This design comes from an exercise in tuning for small area and a short achievable clock period on the open sky130 flow, not from production work.
In this exercise RTL edits were held to simulation tests only and were not proved equivalent to the original.

==> flow/design.v (outline; a module is shown in full before it is edited, if it fits) <==
// module LMS: 6253 lines
module LMS (
    input Clk, Rst,
    input signed [15:0] x_in,
    output signed [15:0] y_out,
    output signed [15:0] w0, w1, w2, w3,
    output signed [15:0] err
);
  // ...
==> flow/flow/run.sh <==
#!/bin/bash
set -euo pipefail
bash standard.sh SYNTH_ARGS=-noabc SETUP_SLACK_MARGIN=6 finish > standard_flow.log 2>&1
==> flow/standard.sh <==
#!/bin/bash
# synth_recipe.tcl (not shown) runs the flow's synth.tcl, then flattens the netlist and writes it again
# the make line also repeats each setting of config.mk as NAME=value (left out here)
make -C /OpenROAD-flow-scripts/flow DESIGN_CONFIG=/design/flow/config.mk WORK_HOME=/design/flow/orfs CLKGATE_MAP_FILE= SYNTH_SCRIPT=/design/flow/synth_recipe.tcl "${@:-finish}"
==> flow/config.mk <==
export PLATFORM = sky130hd
export DESIGN_NAME = LMS
export DESIGN_NICKNAME = LMS
export VERILOG_FILES = /design/flow/design.v
export SDC_FILE = /design/flow/constraint.sdc
export NUM_CORES = 4
export LEC_CHECK = 0
export ABC_AREA = 1
export CAP_MARGIN = 20
export CORE_MARGIN = 2
export CORE_UTILIZATION = 40
export PLACE_DENSITY = 0.7
export SLEW_MARGIN = 20
==> flow/constraint.sdc <==
create_clock -name core_clock -period 22.0 [get_ports {Clk}]
set_input_delay 4.4000 -clock core_clock [delete_from_list [all_inputs] [get_ports {Clk}]]
set_output_delay 4.4000 -clock core_clock [all_outputs]
set_load 0.01 [all_outputs]
==> results.sh, run 1 <==
export IMPL_fp_coreArea_um2=152000
export IMPL_post_cts_buffers=11
export IMPL_io_pins=114
export IMPL_cp_startpoint="xtwo1[3]$_DFF_PP0_"
export IMPL_fin_crit_sh=0.704
export IMPL_num_rows=143
export IMPL_status="no timing/DRC/antenna violations"
export IMPL_synth_adder_area_share=0.448
export IMPL_syn_mean_instance_area_um2=8.84
export IMPL_dpl_cell_count=8751
export IMPL_synth_top_area_cell="fa_1"
export IMPL_ys_seq_elements=176
export IMPL_drcViolationCount=0
export IMPL_critPathLaunchType="flip-flop"
export IMPL_antenna_cells=4
export IMPL_slew_headroom=0.197
export IMPL_fin_cells=8939
export IMPL_topRoutingLayerUsed="met5"
export IMPL_mostFrequentLayoutCell="xor2_1"
export IMPL_synthXorXnorAreaFrac=0.168
export IMPL_grt_use_met1=0.392
export IMPL_insertion_delay_ps=570
export IMPL_wl_met3_mm=29.3
export IMPL_n_all_buffers=382
export IMPL_postSynth_asyncResetShare=1.00
==> run 2: changes to the inputs <==
--- a/flow/config.mk
+++ b/flow/config.mk
@@ -11,3 +11,2 @@
 export CORE_UTILIZATION = 40
-export PLACE_DENSITY = 0.7
 export SLEW_MARGIN = 20
==> run 2 against run 1 <==
Still clean. Setup slack got worse by 50 ps. Final area grew 0.34%. Synthesized cell count is the same. Sequential cell count unchanged. Cell count rose by 0.16%. Register-to-register slack got worse by 50 ps. Sequential share of layout area about the same. Via count is 1.4% lower. Critical path depth increased by 7.
==> results.sh, run 2 <==
export IMPL_grt_max_degree=82
export IMPL_r2r_cells=57
export IMPL_drive_above_1_share=0.0892
export IMPL_fin_crit_sh=0.706
export IMPL_seq_area_frac_synth=0.0716
export IMPL_dpl_cell_count=8753
export IMPL_clkSlewWorstSetupHoldPaths_ps=110
export IMPL_antenna_left=0
export IMPL_slowest_delay_ps=730
export IMPL_multiInputGateArea_um2=52900
export IMPL_final_cell_mix="1,130 x xor2_1, 1,091 x fa_1, 906 x nand2_1"
export IMPL_syn_inst=6958
export IMPL_worstReg2RegEnd="wn1[11]$_DFF_PP0_"
export IMPL_synth_most_common_cell="xor2_1"
export IMPL_antenna_found_initial=3
export IMPL_grt_pass1_vias=54434
export IMPL_drcViolationCount=0
export IMPL_crit_slowest_cell="fa_1"
export IMPL_syn_mean_instance_area_um2=8.84
export IMPL_post_place_ws_ps=4500
export IMPL_fin_setup_tns_ps=0
export IMPL_wirelength_mm=248
export IMPL_cts_tree="built"
export IMPL_nFillCells=14774
export IMPL_whs_endpoint="xtwo1[6]$_DFF_PP0_"
export IMPL_cp_common_cell="fa_1"
export IMPL_cts_sink_count=176
export IMPL_area_growth_pct=9.42
export IMPL_use_met2=0.462
export IMPL_synth_top_area_cell="fa_1"
export IMPL_setup_violations=0
export IMPL_regArea_um2=4490
export IMPL_min_from="xtwo0[6]$_DFF_PP0_"
export IMPL_reg2reg_setup_slack_ps=6470
export IMPL_hp_class="flip-flop to flip-flop"
export IMPL_die_area_um2=157000
export IMPL_gr_max_usage_layer="met2"
export IMPL_postSynth_asyncResetShare=1.00
export IMPL_io_pins=114
export IMPL_whs_path_depth=0
export IMPL_synth_edf_count=0
export IMPL_syn_cell_area_um2=61500
export IMPL_first_pass_iters=9
export IMPL_cp_data_required_time_ps=22510
export IMPL_status="no timing/DRC/antenna violations"
export IMPL_mostFrequentLayoutCell="xor2_1"
export IMPL_fin_cells=8953
export IMPL_io_buffers=113
export IMPL_post_route_util=0.442
export IMPL_num_rows=143
export IMPL_synth_ff_type="dfrtp_1"
export IMPL_overflow=0
export IMPL_grt_use_met3=0.0842
export IMPL_first_iter_violations=7096
export IMPL_globalplace_congestion=1.11
export IMPL_synth_area_leaders="fa_1 36%, xor2_1 16%, ha_1 9.2%, o22ai_1 8.5%, dfrtp_1 7.2%"
export IMPL_insertion_delay_ps=600
export IMPL_critPathMaxFanout=36
export IMPL_viasPerCell=6.08
export IMPL_chipHeight_um=396
export IMPL_cts_buffers=17
export IMPL_finalMaxSlewViolations=0
export IMPL_tightest_slew_ps=1050
export IMPL_grt_pass1_wl_mm=363
export IMPL_setup_worst_path_end_class="flip-flop"
export IMPL_initial_utilization=0.404
export IMPL_arrival_ps=16040
export IMPL_fp_coreArea_um2=152000
export IMPL_min_period_ps=15530
export IMPL_htreeDepth=4
export IMPL_ys_seq_elements=176
export IMPL_ys_types=52
export IMPL_die_w_um=396
export IMPL_synth_nets=8522
export IMPL_cts_path_max_buffers=2
export IMPL_fin_ws_ps=6470
export IMPL_max_freq_ghz=0.0644
export IMPL_critPathLaunchType="flip-flop"
export IMPL_slew_headroom=0.297
export IMPL_yosys_area_top_type_share=0.356
export IMPL_grt_use_met1=0.409
export IMPL_path_class="flip-flop to flip-flop"
export IMPL_layout_nets=8470
export IMPL_rsz0062_at_grt="yes"
export IMPL_ys_warn_count=1
export IMPL_vias=54409
export IMPL_fin_skew_ps=30.4
export IMPL_track_usage=0.311
export IMPL_max_cap_viol_count=0
export IMPL_r2r_start="xone3[3]$_DFF_PP0_"
export IMPL_ys_top_cells_by_count="1,151 x xor2_1, 1,094 x fa_1, 922 x nand2_1"
export IMPL_root_buffer="clkbuf_16"
export IMPL_place_hpwl_mm=188
export IMPL_hold_viol=0
export IMPL_wl_per_cell_um=27.7
[run 2: cell families (layout without fill, tap and decap cells)]
kind of cell | after synthesis | count (layout) | share of synthesized area
fa+ha+maj | 1546 | 1546 | 0.448
compound gates | 1494 | 1494 | 0.146
simple gates | 1354 | 1354 | 0.0894
buf+inv | 1198 | 1159 | 0.0758
xor+xnor | 1183 | 1183 | 0.168
flops | 176 | 176 | 0.0716
mux | 7 | 7 | 0.00128
other cells | 0 | 4 | 0
[run 2: layer usage]
metal / vias to the layer above / routed length (um)
met5: - / 88
met4: 12 / 16800
met3: 741 / 29300
met2: 3577 / 106000
met1: 27165 / 95800
li1: 22914 / -
[run 2: what timing repair did]
action / in CTS / in global routing
hold buffers: 0 / 0
gates cloned: 4 / 6
setup endpoints to repair: 64 / 64
resized for setup: 83 / 205
pin swaps: 1 / 6
setup buffers: 21 / 133
[run 2: worst max-delay path by stage]
stage                            start           endpoint
floorplan           xneg0[7]$_DFF_PP0_  wn3[15]$_DFF_PP0_
global placement    xone0[0]$_DFF_PP0_  wn1[14]$_DFF_PP0_
detailed placement  xone0[0]$_DFF_PP0_  wn1[14]$_DFF_PP0_
CTS                 xtwo1[5]$_DFF_PP0_  wn0[14]$_DFF_PP0_
global route          wn0[1]$_DFF_PP0_  wn1[15]$_DFF_PP0_
finish              xone3[3]$_DFF_PP0_  wn1[11]$_DFF_PP0_
[run 2: area by class of cell]
class | instances | area share
Timing Repair Buffer | 393 | 0.0551
Tap cell | 2030 | 0.0377
Timing Repair inverter | 8 | 0.000595
Antenna cell | 4 | 0.000149
Sequential cell | 176 | 0.0667
Clock inverter | 15 | 0.00214
Inverter | 726 | 0.0451
Multi-Input combinational cell | 5584 | 0.786
Clock buffer | 17 | 0.00632
[run 2: worst max-delay path: cells and delay by family, from the launching register on]
kind	cells	cell delay [ps]
adder cells (fa/ha/maj)	19	9260
XOR/XNOR	3	510
AO/OA/AOI/OAI	5	660
flip-flops	1	590
buffers and inverters	10	1630
AND/OR/NAND/NOR	20	2730
[run 2: through the flow]
step                      hold slack [ps]  cell area (um2)
after floorplan                       349            61500
after global placement                459            64300
after detailed placement              465            64300
after CTS                             481            65300
after global routing                  483            67300
final                                 479            67300
==> run 3: changes to the inputs <==
==> flow/flow/run.sh (replaced) <==
#!/bin/bash
set -euo pipefail
bash standard.sh SYNTH_ARGS=-noabc SETUP_SLACK_MARGIN=5.5 finish > standard_flow.log 2>&1
==> run 3 against run 2 <==
Clock-buffer cell count unchanged. Die area unchanged. Via count down 0.79%. Sequential share of layout area up 0.070 points. Highest routed layer unchanged. Critical path depth down 6. Sequential cell count unchanged. Utilization down 0.64 points. Global-route usage down 0.059 points.
==> results.sh, run 3 <==
export IMPL_hp_class="flip-flop to flip-flop"
export IMPL_post_route_util=0.436
export IMPL_cts_path_max_buffers=2
export IMPL_cp_top_family="adder cells"
export IMPL_grt_pass1_wl_mm=362
export IMPL_initial_utilization=0.404
export IMPL_synth_area_leaders="fa_1 36%, xor2_1 16%, ha_1 9.2%, o22ai_1 8.5%, dfrtp_1 7.2%"
export IMPL_path_class="flip-flop to flip-flop"
export IMPL_wl_per_cell_um=27.6
export IMPL_io_buffers=113
export IMPL_track_usage=0.310
export IMPL_syn_inst=6958
export IMPL_crit_slowest_cell="xor2_1"
export IMPL_vias=53978
export IMPL_critPathLaunchType="flip-flop"
export IMPL_cp_num_buf_inv=4
export IMPL_r2r_start="xneg2[4]$_DFF_PP0_"
export IMPL_nFillCells=14844
export IMPL_arrival_ps=16410
export IMPL_drive_above_1_share=0.0725
export IMPL_cts_tree="built"
export IMPL_clkSlewWorstSetupHoldPaths_ps=80
export IMPL_seq_area_frac_synth=0.0716
export IMPL_overflow=0
export IMPL_cp_startpoint="xneg2[4]$_DFF_PP0_"
export IMPL_chipHeight_um=396
export IMPL_mostFrequentLayoutCell="xor2_1"
export IMPL_place_hpwl_mm=188
export IMPL_cp_common_cell="fa_1"
export IMPL_ys_types=52
export IMPL_globalplace_congestion=1.11
export IMPL_gr_max_usage_layer="met2"
export IMPL_io_pins=114
export IMPL_cts_sink_count=176
export IMPL_root_buffer="clkbuf_16"
export IMPL_setup_violations=0
export IMPL_viasPerCell=6.06
export IMPL_final_cell_mix="1,139 x xor2_1, 1,093 x fa_1, 910 x nand2_1"
export IMPL_max_cap_viol_count=0
export IMPL_cts_buffers=17
export IMPL_grt_use_met3=0.0827
export IMPL_syn_mean_instance_area_um2=8.84
export IMPL_grt_pass1_vias=54176
export IMPL_drcViolationCount=0
export IMPL_slowest_delay_ps=690
export IMPL_grt_use_met1=0.410
export IMPL_ys_top_cells_by_count="1,151 x xor2_1, 1,094 x fa_1, 922 x nand2_1"
export IMPL_setup_worst_path_end_class="flip-flop"
export IMPL_fin_skew_ps=31.4
export IMPL_layout_nets=8419
export IMPL_synth_nets=8522
export IMPL_regArea_um2=4470
export IMPL_ys_seq_elements=176
export IMPL_critPathMaxFanout=36
export IMPL_area_growth_pct=7.83
export IMPL_post_place_ws_ps=4500
export IMPL_synth_most_common_cell="xor2_1"
export IMPL_first_iter_violations=6676
export IMPL_first_pass_iters=8
export IMPL_synth_edf_count=0
export IMPL_syn_cell_area_um2=61500
export IMPL_hold_buffers=0
export IMPL_ys_warn_count=1
export IMPL_yosys_area_top_type_share=0.356
export IMPL_rsz0062_at_grt="no"
export IMPL_use_met2=0.457
export IMPL_fin_ws_ps=6070
export IMPL_antenna_found_initial=4
export IMPL_fp_coreArea_um2=152000
export IMPL_fin_crit_sh=0.724
export IMPL_synth_ff_type="dfrtp_1"
export IMPL_multiInputGateArea_um2=52700
export IMPL_wirelength_mm=245
export IMPL_tightest_slew_ps=1030
export IMPL_max_freq_ghz=0.0628
export IMPL_grt_max_degree=82
export IMPL_die_area_um2=157000
export IMPL_num_rows=143
export IMPL_die_w_um=396
export IMPL_cp_data_required_time_ps=22480
export IMPL_hold_viol=0
export IMPL_postSynth_asyncResetShare=1.00
export IMPL_fin_setup_tns_ps=0
export IMPL_status="no timing/DRC/antenna violations"
export IMPL_antenna_left=0
export IMPL_htreeDepth=4
export IMPL_min_from="xtwo2[5]$_DFF_PP0_"
export IMPL_min_period_ps=15930
export IMPL_insertion_delay_ps=600
export IMPL_finalMaxSlewViolations=0
export IMPL_synth_top_area_cell="fa_1"
export IMPL_slew_headroom=0.311
## run 3: cell types whose count changed in the layout (fill, tap and decap cells not counted), sizes merged
cell	before	now
buf	278	231
clkbuf	19	17
clkinv	23	27
clkinvlp	70	53
diode	4	8
inv	656	667
## run 3: cells by family (layout without fill, tap and decap cells)
logic type	count (synthesis)	in the layout	share of synthesized area
other	0	8	0
adders and majority gates	1546	1546	0.448
muxes	7	7	0.00128
DFF	176	176	0.0716
and+or+nand+nor	1354	1354	0.0894
AOI/OAI and AO/OA	1494	1494	0.146
buffers and inverters	1198	1108	0.0758
xor gates and xnor gates	1183	1183	0.168
## run 3: layer usage
| metal | routed length, um | part of all wire |
|---|---|---|
| met1 | 96000 | 0.39 |
| met2 | 105000 | 0.43 |
| met3 | 27600 | 0.11 |
| met4 | 17100 | 0.070 |
| met5 | 26 | 0.00011 |
## run 3: per-stage QoR
stage               hold WS (ps)  std cells  instance area [um2]
finish                       484       8906                66400
global route                 495       8898                66300
CTS                          481       8789                65000
detailed placement           465       8753                64300
global placement             459       8753                64300
floorplan                    349       6958                61500
## run 3: area by class of cell
cell class / instances / area share
antenna: 8 / 0.000302
clock buffer: 17 / 0.00641
clock inverter: 15 / 0.00217
inverter: 726 / 0.0444
multi-input combinational: 5584 / 0.794
sequential: 176 / 0.0674
tap: 2030 / 0.0383
timing repair buffer: 344 / 0.0464
timing repair inverter: 6 / 0.000453
## run 3: path summary, 6_finish.rpt
path	slack, ps	depth (start not counted)	end
hold / removal	480	0	xtwo3[5]$_DFF_PP0_
min in group asynchronous	4350	2	xneg0[6]$_DFF_PP0_
setup / recovery	6070	51	wn2[13]$_DFF_PP0_
max in group asynchronous	16260	3	xneg2[6]$_DFF_PP0_
hold reg to reg	480	0	xtwo3[5]$_DFF_PP0_
setup reg to reg	6070	51	wn2[13]$_DFF_PP0_
## run 3: repair_timing
| action | in CTS | in global routing |
|---|---|---|
| endpoints found under the setup margin | 62 | 64 |
| setup buffers | 1 | 105 |
| pin swaps | 0 | 3 |
| gates cloned | 3 | 3 |
| resized for setup | 35 | 122 |
==> run 4: changes to the inputs <==
==> flow/run.sh (new file) <==
#!/bin/bash
# synth_recipe.tcl (not shown) runs the flow's synth.tcl, then flattens the netlist and writes it again
# the make line also repeats each setting of config.mk as NAME=value (left out here)
make -C /OpenROAD-flow-scripts/flow DESIGN_CONFIG=/design/flow/config.mk WORK_HOME=/design/flow/orfs CLKGATE_MAP_FILE= SYNTH_SCRIPT=/design/flow/synth_recipe.tcl finish
--- a/flow/config.mk
+++ b/flow/config.mk
@@ -11,2 +11,3 @@
 export CORE_UTILIZATION = 40
+export SETUP_SLACK_MARGIN = 5
 export SLEW_MARGIN = 20
removed: flow/flow/run.sh
removed: flow/standard.sh
==> run 4 against run 3 <==
Synthesized area rose by 4.7%. Via count up 7.2%. Global-route usage grew 1.2 points. Maximum frequency decreased by 3.2%. Non-clock buffer count rose by 3. Sequential share of layout area decreased by 0.37 points. Clock-buffer cell count up 2. Critical endpoint is now wn2[14]$_DFF_PP0_.
==> results.sh, run 4 <==
export IMPL_worstReg2RegEnd="wn2[14]$_DFF_PP0_"
export IMPL_synth_area_leaders="fa_1 34%, xor2_1 15%, ha_1 8.4%, o22ai_1 8.4%, inv_1 7.6%"
export IMPL_die_area_um2=164000
export IMPL_hold_viol=0
export IMPL_overflow=0
export IMPL_cts_tree="built"
export IMPL_synthSimpleGateAreaFrac=0.0971
export IMPL_arrival_ps=16970
export IMPL_stdcell_area_um2=69400
export IMPL_rsz0062_at_grt="yes"
export IMPL_syn_cell_area_um2=64400
export IMPL_fp_coreArea_um2=160000
export IMPL_path_class="flip-flop to flip-flop"
export IMPL_grt_use_met3=0.108
export IMPL_slowest_delay_ps=810
export IMPL_grt_pass1_wl_mm=389
export IMPL_cts_buffers=17
export IMPL_synthMuxAreaShare=0.00122
export IMPL_hp_class="flip-flop to flip-flop"
export IMPL_synth_top_family_by_area="adder cells"
export IMPL_postSynth_asyncResetShare=1.00
export IMPL_synth_compound_area_share=0.148
export IMPL_use_met2=0.459
export IMPL_cp_startpoint="xone3[5]$_DFF_PP0_"
export IMPL_cp_endpoint="wn2[14]$_DFF_PP0_"
export IMPL_synthXorXnorAreaFrac=0.151
export IMPL_ys_seq_elements=176
export IMPL_drive_above_1_share=0.0597
export IMPL_globalplace_congestion=1.06
export IMPL_synth_adder_area_share=0.422
export IMPL_r2r_cells=54
export IMPL_io_pins=114
export IMPL_r2r_start="xone3[5]$_DFF_PP0_"
export IMPL_fin_setup_tns_ps=0
export IMPL_ys_warn_count=1
export IMPL_synth_nets=9344
export IMPL_die_w_um=405
export IMPL_finalMaxSlewViolations=0
export IMPL_fin_skew_ps=30.3
export IMPL_tightest_slew_ps=955
export IMPL_area_growth_pct=7.69
export IMPL_grt_max_degree=65
export IMPL_slew_headroom=0.364
export IMPL_chipHeight_um=405
export IMPL_critPathLaunchType="flip-flop"
export IMPL_ys_top_cells_by_count="1,310 x inv_1, 1,088 x fa_1, 1,069 x xor2_1"
export IMPL_gr_max_usage_layer="met2"
export IMPL_postPlaceCellArea_um2=67500
export IMPL_clkSlewWorstSetupHoldPaths_ps=80
export IMPL_antenna_left=0
export IMPL_fin_ws_ps=5530
export IMPL_synth_most_common_cell="inv_1"
export IMPL_critPathMaxFanout=36
export IMPL_insertion_delay_ps=600
export IMPL_status="no timing/DRC/antenna violations"
export IMPL_max_freq_ghz=0.0607
export IMPL_syn_inst=7804
export IMPL_first_pass_iters=7
export IMPL_synth_edf_count=0
export IMPL_wirelength_mm=267
export IMPL_initial_utilization=0.402
export IMPL_reg2reg_setup_slack_ps=5530
export IMPL_track_usage=0.322
export IMPL_vias=57852
export IMPL_synth_top_area_cell="fa_1"
export IMPL_drcViolationCount=0
export IMPL_whs_ps=460
export IMPL_grt_pass1_vias=57045
export IMPL_place_hpwl_mm=206
export IMPL_io_buffers=113
export IMPL_cp_common_cell="fa_1"
export IMPL_post_place_ws_ps=4480
export IMPL_htreeDepth=4
export IMPL_crit_slowest_cell="fa_1"
export IMPL_dpl_cell_count=9736
export IMPL_layout_nets=9219
export IMPL_ys_types=52
export IMPL_antenna_found_initial=14
export IMPL_min_period_ps=16470
export IMPL_synth_ff_type="dfrtp_1"
export IMPL_mostFrequentLayoutCell="inv_1"
export IMPL_yosys_area_top_type_share=0.338
export IMPL_num_rows=147
export IMPL_final_cell_mix="1,285 x inv_1, 1,085 x fa_1, 1,063 x xor2_1"
export IMPL_grt_use_met1=0.442
export IMPL_cp_data_required_time_ps=22500
export IMPL_cts_sink_count=176
export IMPL_wl_per_cell_um=27.1
export IMPL_cts_path_max_buffers=2
export IMPL_syn_mean_instance_area_um2=8.26
export IMPL_fin_cells=9857
export IMPL_seq_area_frac_synth=0.0683
export IMPL_setup_worst_path_end_class="flip-flop"
export IMPL_setup_violations=0
export IMPL_max_cap_viol_count=0
export IMPL_fin_crit_sh=0.748
export IMPL_viasPerCell=5.87
export IMPL_root_buffer="clkbuf_16"
export IMPL_first_iter_violations=6959
run 4: cell types whose count changed after synthesis, sizes merged, moves of 23 or more:
cell | before | now
nand3 | 115 | 178
xor2 | 1151 | 1069
o211ai | 9 | 72
nand2 | 926 | 1012
inv | 685 | 1344
nor2 | 193 | 216
o21ai | 255 | 224
a21oi | 263 | 292
buf | 161 | 229
clkbuf | 311 | 268
run 4: area by class of cell:
class,instances,area (um2)
fill,16020,90800
multi-input combinational,5750,53100
inverter,1385,5440
sequential,176,4420
timing repair buffer,347,3060
tap,2160,2700
clock buffer,19,443
clock inverter,13,171
antenna,5,12.5
timing repair inverter,2,10.0
run 4: repair_timing:
item / 4_1_cts / 5_1_grt
gates cloned: 0 / 6
pin swaps: 0 / 8
resized for setup: 13 / 149
hold buffers: 0 / 0
setup endpoints to repair: 32 / 60
setup buffers: 0 / 78
run 4: layer usage:
| metal | part of all wire | up-vias | wire [um] |
|---|---|---|---|
| li1 | - | 24853 | - |
| met1 | 0.41 | 28745 | 109000 |
| met2 | 0.41 | 3555 | 110000 |
| met3 | 0.13 | 677 | 34400 |
| met4 | 0.052 | 22 | 13800 |
| met5 | 0.00079 | - | 211 |
run 4: cells by family (layout without fill, tap and decap cells):
logic type	after synthesis	count (layout)
AO/OA/AOI/OAI	1579	1579
XOR/XNOR	1113	1113
adder cells (fa/ha/maj)	1522	1522
buffers and inverters	1882	1766
flip-flops	176	176
multiplexers	7	7
other	0	5
AND/OR/NAND/NOR	1525	1529
run 4: worst min-delay path by stage:
stage                             startpoint                 end  slack [ps]  depth (start not counted)
after CTS                 xtwo1[1]$_DFF_PP0_  xtwo2[1]$_DFF_PP0_         450                          0
after global placement    xtwo1[1]$_DFF_PP0_  xtwo2[1]$_DFF_PP0_         420                          0
after global routing      xtwo1[1]$_DFF_PP0_  xtwo2[1]$_DFF_PP0_         480                          0
after floorplan           xone0[6]$_DFF_PP0_  xone1[6]$_DFF_PP0_         350                          0
after detailed placement  xtwo1[1]$_DFF_PP0_  xtwo2[1]$_DFF_PP0_         430                          0
final                     xtwo1[1]$_DFF_PP0_  xtwo2[1]$_DFF_PP0_         460                          0
run 4: worst max-delay path, delay by kind of cell (launching register included):
family,cells,cell delay [ps]
fa+ha+maj,18,9370
simple gates,16,2180
compound gates,9,1660
flops,1,590
xor+xnor,3,520
buf+inv,8,1990
run 4: through the flow:
| step | util |
|---|---|
| after floorplan | - |
| after global placement | 0.421 |
| after detailed placement | 0.421 |
| after CTS | 0.425 |
| after global routing | 0.433 |
| final | 0.433 |
==> run 5: changes to the inputs <==
==> flow/flow/run.sh (new file) <==
#!/bin/bash
set -euo pipefail
bash standard.sh SYNTH_ARGS=-noabc SETUP_SLACK_MARGIN=7 finish > standard_flow.log 2>&1
==> flow/standard.sh (new file) <==
#!/bin/bash
# synth_recipe.tcl (not shown) runs the flow's synth.tcl, then flattens the netlist and writes it again
# the make line also repeats each setting of config.mk as NAME=value (left out here)
make -C /OpenROAD-flow-scripts/flow DESIGN_CONFIG=/design/flow/config.mk WORK_HOME=/design/flow/orfs CLKGATE_MAP_FILE= SYNTH_SCRIPT=/design/flow/synth_recipe.tcl "${@:-finish}"
--- a/flow/config.mk
+++ b/flow/config.mk
@@ -11,3 +11,3 @@
 export CORE_UTILIZATION = 40
-export SETUP_SLACK_MARGIN = 5
 export SLEW_MARGIN = 20
+export TNS_END_PERCENT = 5
removed: flow/run.sh
==> run 5 against run 4 <==
Cell count decreased by 7.3%. Synthesized area decreased by 4.5%. Global-route usage decreased by 0.27 points. Via count decreased by 3.3%. Sequential cell count unchanged. Critical path depth increased by 2. Routed wire length decreased by 3.0%. Clock skew increased by 0.58 ps. Synthesized cell count decreased by 11%. Largest cell class unchanged.
==> results.sh, run 5 <==
export IMPL_mostFrequentLayoutCell="xor2_1"
export IMPL_cp_num_buf_inv=10
export IMPL_ys_warn_count=1
export IMPL_hold_viol=0
export IMPL_tightest_slew_ps=1150
export IMPL_place_hpwl_mm=188
export IMPL_slowest_delay_ps=650
export IMPL_nFillCells=14405
export IMPL_first_pass_iters=7
export IMPL_num_rows=143
export IMPL_cts_buffers=17
export IMPL_globalplace_congestion=1.11
export IMPL_fin_setup_tns_ps=0
export IMPL_fin_skew_ps=30.9
export IMPL_slew_headroom=0.232
export IMPL_antenna_found_initial=8
export IMPL_synth_nets=8522
export IMPL_vias=55962
export IMPL_insertion_delay_ps=600
export IMPL_wl_per_cell_um=28.4
export IMPL_grt_pass1_vias=55656
export IMPL_crit_slowest_cell="fa_2"
export IMPL_syn_cell_area_um2=61500
export IMPL_initial_utilization=0.404
export IMPL_hp_class="flip-flop to flip-flop"
export IMPL_wl_met3_mm=33.3
export IMPL_wirelength_mm=259
export IMPL_cp_top_family="adder cells"
export IMPL_cts_path_max_buffers=2
export IMPL_max_freq_ghz=0.0673
export IMPL_die_w_um=396
export IMPL_ys_top_cells_by_count="1,151 x xor2_1, 1,094 x fa_1, 922 x nand2_1"
export IMPL_min_period_ps=14850
export IMPL_grt_max_degree=82
export IMPL_ys_types=52
export IMPL_syn_mean_instance_area_um2=8.84
export IMPL_arrival_ps=15320
export IMPL_setup_violations=0
export IMPL_fin_crit_sh=0.675
export IMPL_seq_area_frac_synth=0.0716
export IMPL_viasPerCell=6.12
export IMPL_setup_worst_path_end_class="flip-flop"
export IMPL_post_route_util=0.468
export IMPL_status="no timing/DRC/antenna violations"
export IMPL_die_area_um2=157000
export IMPL_track_usage=0.319
export IMPL_rsz0062_at_grt="yes"
export IMPL_syn_inst=6958
export IMPL_critPathMaxFanout=14
export IMPL_overflow=0
export IMPL_final_cell_mix="1,111 x xor2_1, 1,027 x fa_1, 885 x nand2_1"
export IMPL_drcViolationCount=0
export IMPL_root_buffer="clkbuf_16"
export IMPL_first_iter_violations=7072
export IMPL_max_cap_viol_count=0
export IMPL_cts_tree="built"
export IMPL_chipHeight_um=396
export IMPL_ys_seq_elements=176
export IMPL_yosys_area_top_type_share=0.356
export IMPL_grt_pass1_wl_mm=372
export IMPL_synth_ff_type="dfrtp_1"
export IMPL_synth_area_leaders="fa_1 36%, xor2_1 16%, ha_1 9.2%, o22ai_1 8.5%, dfrtp_1 7.2%"
export IMPL_topRoutingLayerUsed="met5"
export IMPL_cp_common_cell="fa_1"
export IMPL_postSynth_asyncResetShare=1.00
export IMPL_area_growth_pct=15.7
export IMPL_io_buffers=113
export IMPL_wl_met1_mm=97.2
export IMPL_htreeDepth=4
export IMPL_cp_data_required_time_ps=22470
export IMPL_synth_most_common_cell="xor2_1"
export IMPL_antenna_left=0
export IMPL_synth_top_area_cell="fa_1"
export IMPL_layout_nets=8654
export IMPL_cts_sink_count=176
export IMPL_fp_coreArea_um2=152000
export IMPL_clkSlewWorstSetupHoldPaths_ps=90
export IMPL_synth_edf_count=0
export IMPL_finalMaxSlewViolations=0
export IMPL_io_pins=114
export IMPL_path_class="flip-flop to flip-flop"
export IMPL_drive_above_1_share=0.153
export IMPL_critPathLaunchType="flip-flop"
export IMPL_met2WireLength_mm=109
-- run 5: cell types whose count changed in the layout (fill, tap and decap cells not counted), sizes merged, moves of 22 or more --
cell      previous run  this run
o21ai              224       255
inv               1329       631
o22ai              861       839
nor2               216       193
xor2              1069      1151
o211ai              72         9
buf                234       448
a21oi              292       263
nand3              178       115
clkinvlp            56        86
nand2             1015       928
-- run 5: final cells by class --
type | count | area [um2] | area share
diodes | 5 | 12.5 | 0.000176
flip-flops and latches | 176 | 4550 | 0.0639
clock inverters | 15 | 144 | 0.00202
multi-input cells | 5586 | 54400 | 0.763
repair inverters | 7 | 35.0 | 0.000492
clock buffers | 17 | 425 | 0.00597
inverters | 726 | 3200 | 0.0449
repair buffers | 576 | 5950 | 0.0836
well taps | 2030 | 2540 | 0.0357
-- run 5: what timing repair did --
| item | 4_1_cts | 5_1_grt |
|---|---|---|
| pin swaps | 13 | 91 |
| setup buffers | 174 | 154 |
| gates resized for setup | 329 | 434 |
| cloned | 11 | 9 |
| endpoints found under the hold margin | 0 | 0 |
| hold buffers | 0 | 0 |
| setup endpoints to repair | 67 | 64 |
-- run 5: routing by layer --
metal	track usage	vias to the layer above
met2	0.468	3926
met5	0	-
met4	0.192	12
met1	0.412	27775
li1	-	23288
met3	0.0999	961
-- run 5: worst paths after layout --
kind	cells past startpoint	start	end	slack [ps]
setup / recovery	56	xtwo3[4]$_DFF_PP0_	wn3[15]$_DFF_PP0_	7150
hold / removal	0	xtwo0[6]$_DFF_PP0_	xtwo1[6]$_DFF_PP0_	480
setup reg to reg	56	xtwo3[4]$_DFF_PP0_	wn3[15]$_DFF_PP0_	7150
hold reg to reg	0	xtwo0[6]$_DFF_PP0_	xtwo1[6]$_DFF_PP0_	480
max in group asynchronous	3	Rst	wn1[2]$_DFF_PP0_	16240
min in group asynchronous	2	Rst	xneg0[6]$_DFF_PP0_	4350
-- run 5: cells by family after synthesis --
kind of cell / share of synthesized area
AO/OA/AOI/OAI: 0.146
XOR/XNOR: 0.168
AND/OR/NAND/NOR: 0.0894
adder cells (fa/ha/maj): 0.448
flip-flops: 0.0716
multiplexers: 0.00128
buffers and inverters: 0.0758
-- run 5: stage by stage --
step	area [um2]	setup slack, ps	cells	hold slack, ps
floorplan	61500	7460	6958	349
global placement	64300	4480	8753	459
detailed placement	64300	4500	8753	465
CTS	67800	7000	8970	481
global route	71200	6670	9133	484
finish	71200	7150	9138	483
-- run 5: worst register-to-register path, delay by kind of cell, from the launching register on --
kind / cells / cell delay [ps]
simple gates: 18 / 2100
xor+xnor: 3 / 530
flops: 1 / 560
buf+inv: 10 / 1190
compound gates: 6 / 1240
fa+ha+maj: 19 / 9110

what the ideal ports hide:
In the flow no input, the clock included, has a driving cell. The finished layouts below were timed again as built, in two steps. Step 1 (the two cells are an assumption about what drives the block):
set clk [get_ports {Clk}]
set_driving_cell -lib_cell sky130_fd_sc_hd__clkbuf_16 $clk
set_driving_cell -lib_cell sky130_fd_sc_hd__buf_2 [delete_from_list [all_inputs] $clk]
Step 2, shift: input delay + t, output delay - t, t = (earliest + latest rising clock arrival at the registers) / 2. This alone moves slack from input paths to output paths. Three values: no drivers, after step 1, after step 2; two values: the first two.
| run | t (ns) | slack for setup (ns) | worst hold slack (ns) | latest minus earliest clock arrival (ns) | pins driven straight from the clock port |
|---|---|---|---|---|---|
| run 1 | 0.631 | 6.518 / 6.518 / 6.518 | 0.508 / 0.508 / 0.508 | 0.030 / 0.030 | 1 |
| run 2 | 0.665 | 6.468 / 6.468 / 6.468 | 0.479 / 0.479 / 0.479 | 0.031 / 0.030 | 1 |
| run 3 | 0.662 | 6.067 / 6.067 / 6.067 | 0.484 / 0.484 / 0.484 | 0.032 / 0.032 | 1 |
| run 4 | 0.668 | 5.534 / 5.534 / 5.534 | 0.460 / 0.460 / 0.460 | 0.030 / 0.030 | 1 |
| run 5 | 0.667 | 7.145 / 7.145 / 7.145 | 0.483 / 0.483 / 0.483 | 0.031 / 0.031 | 1 |
After both steps setup and hold are still met in every run listed.
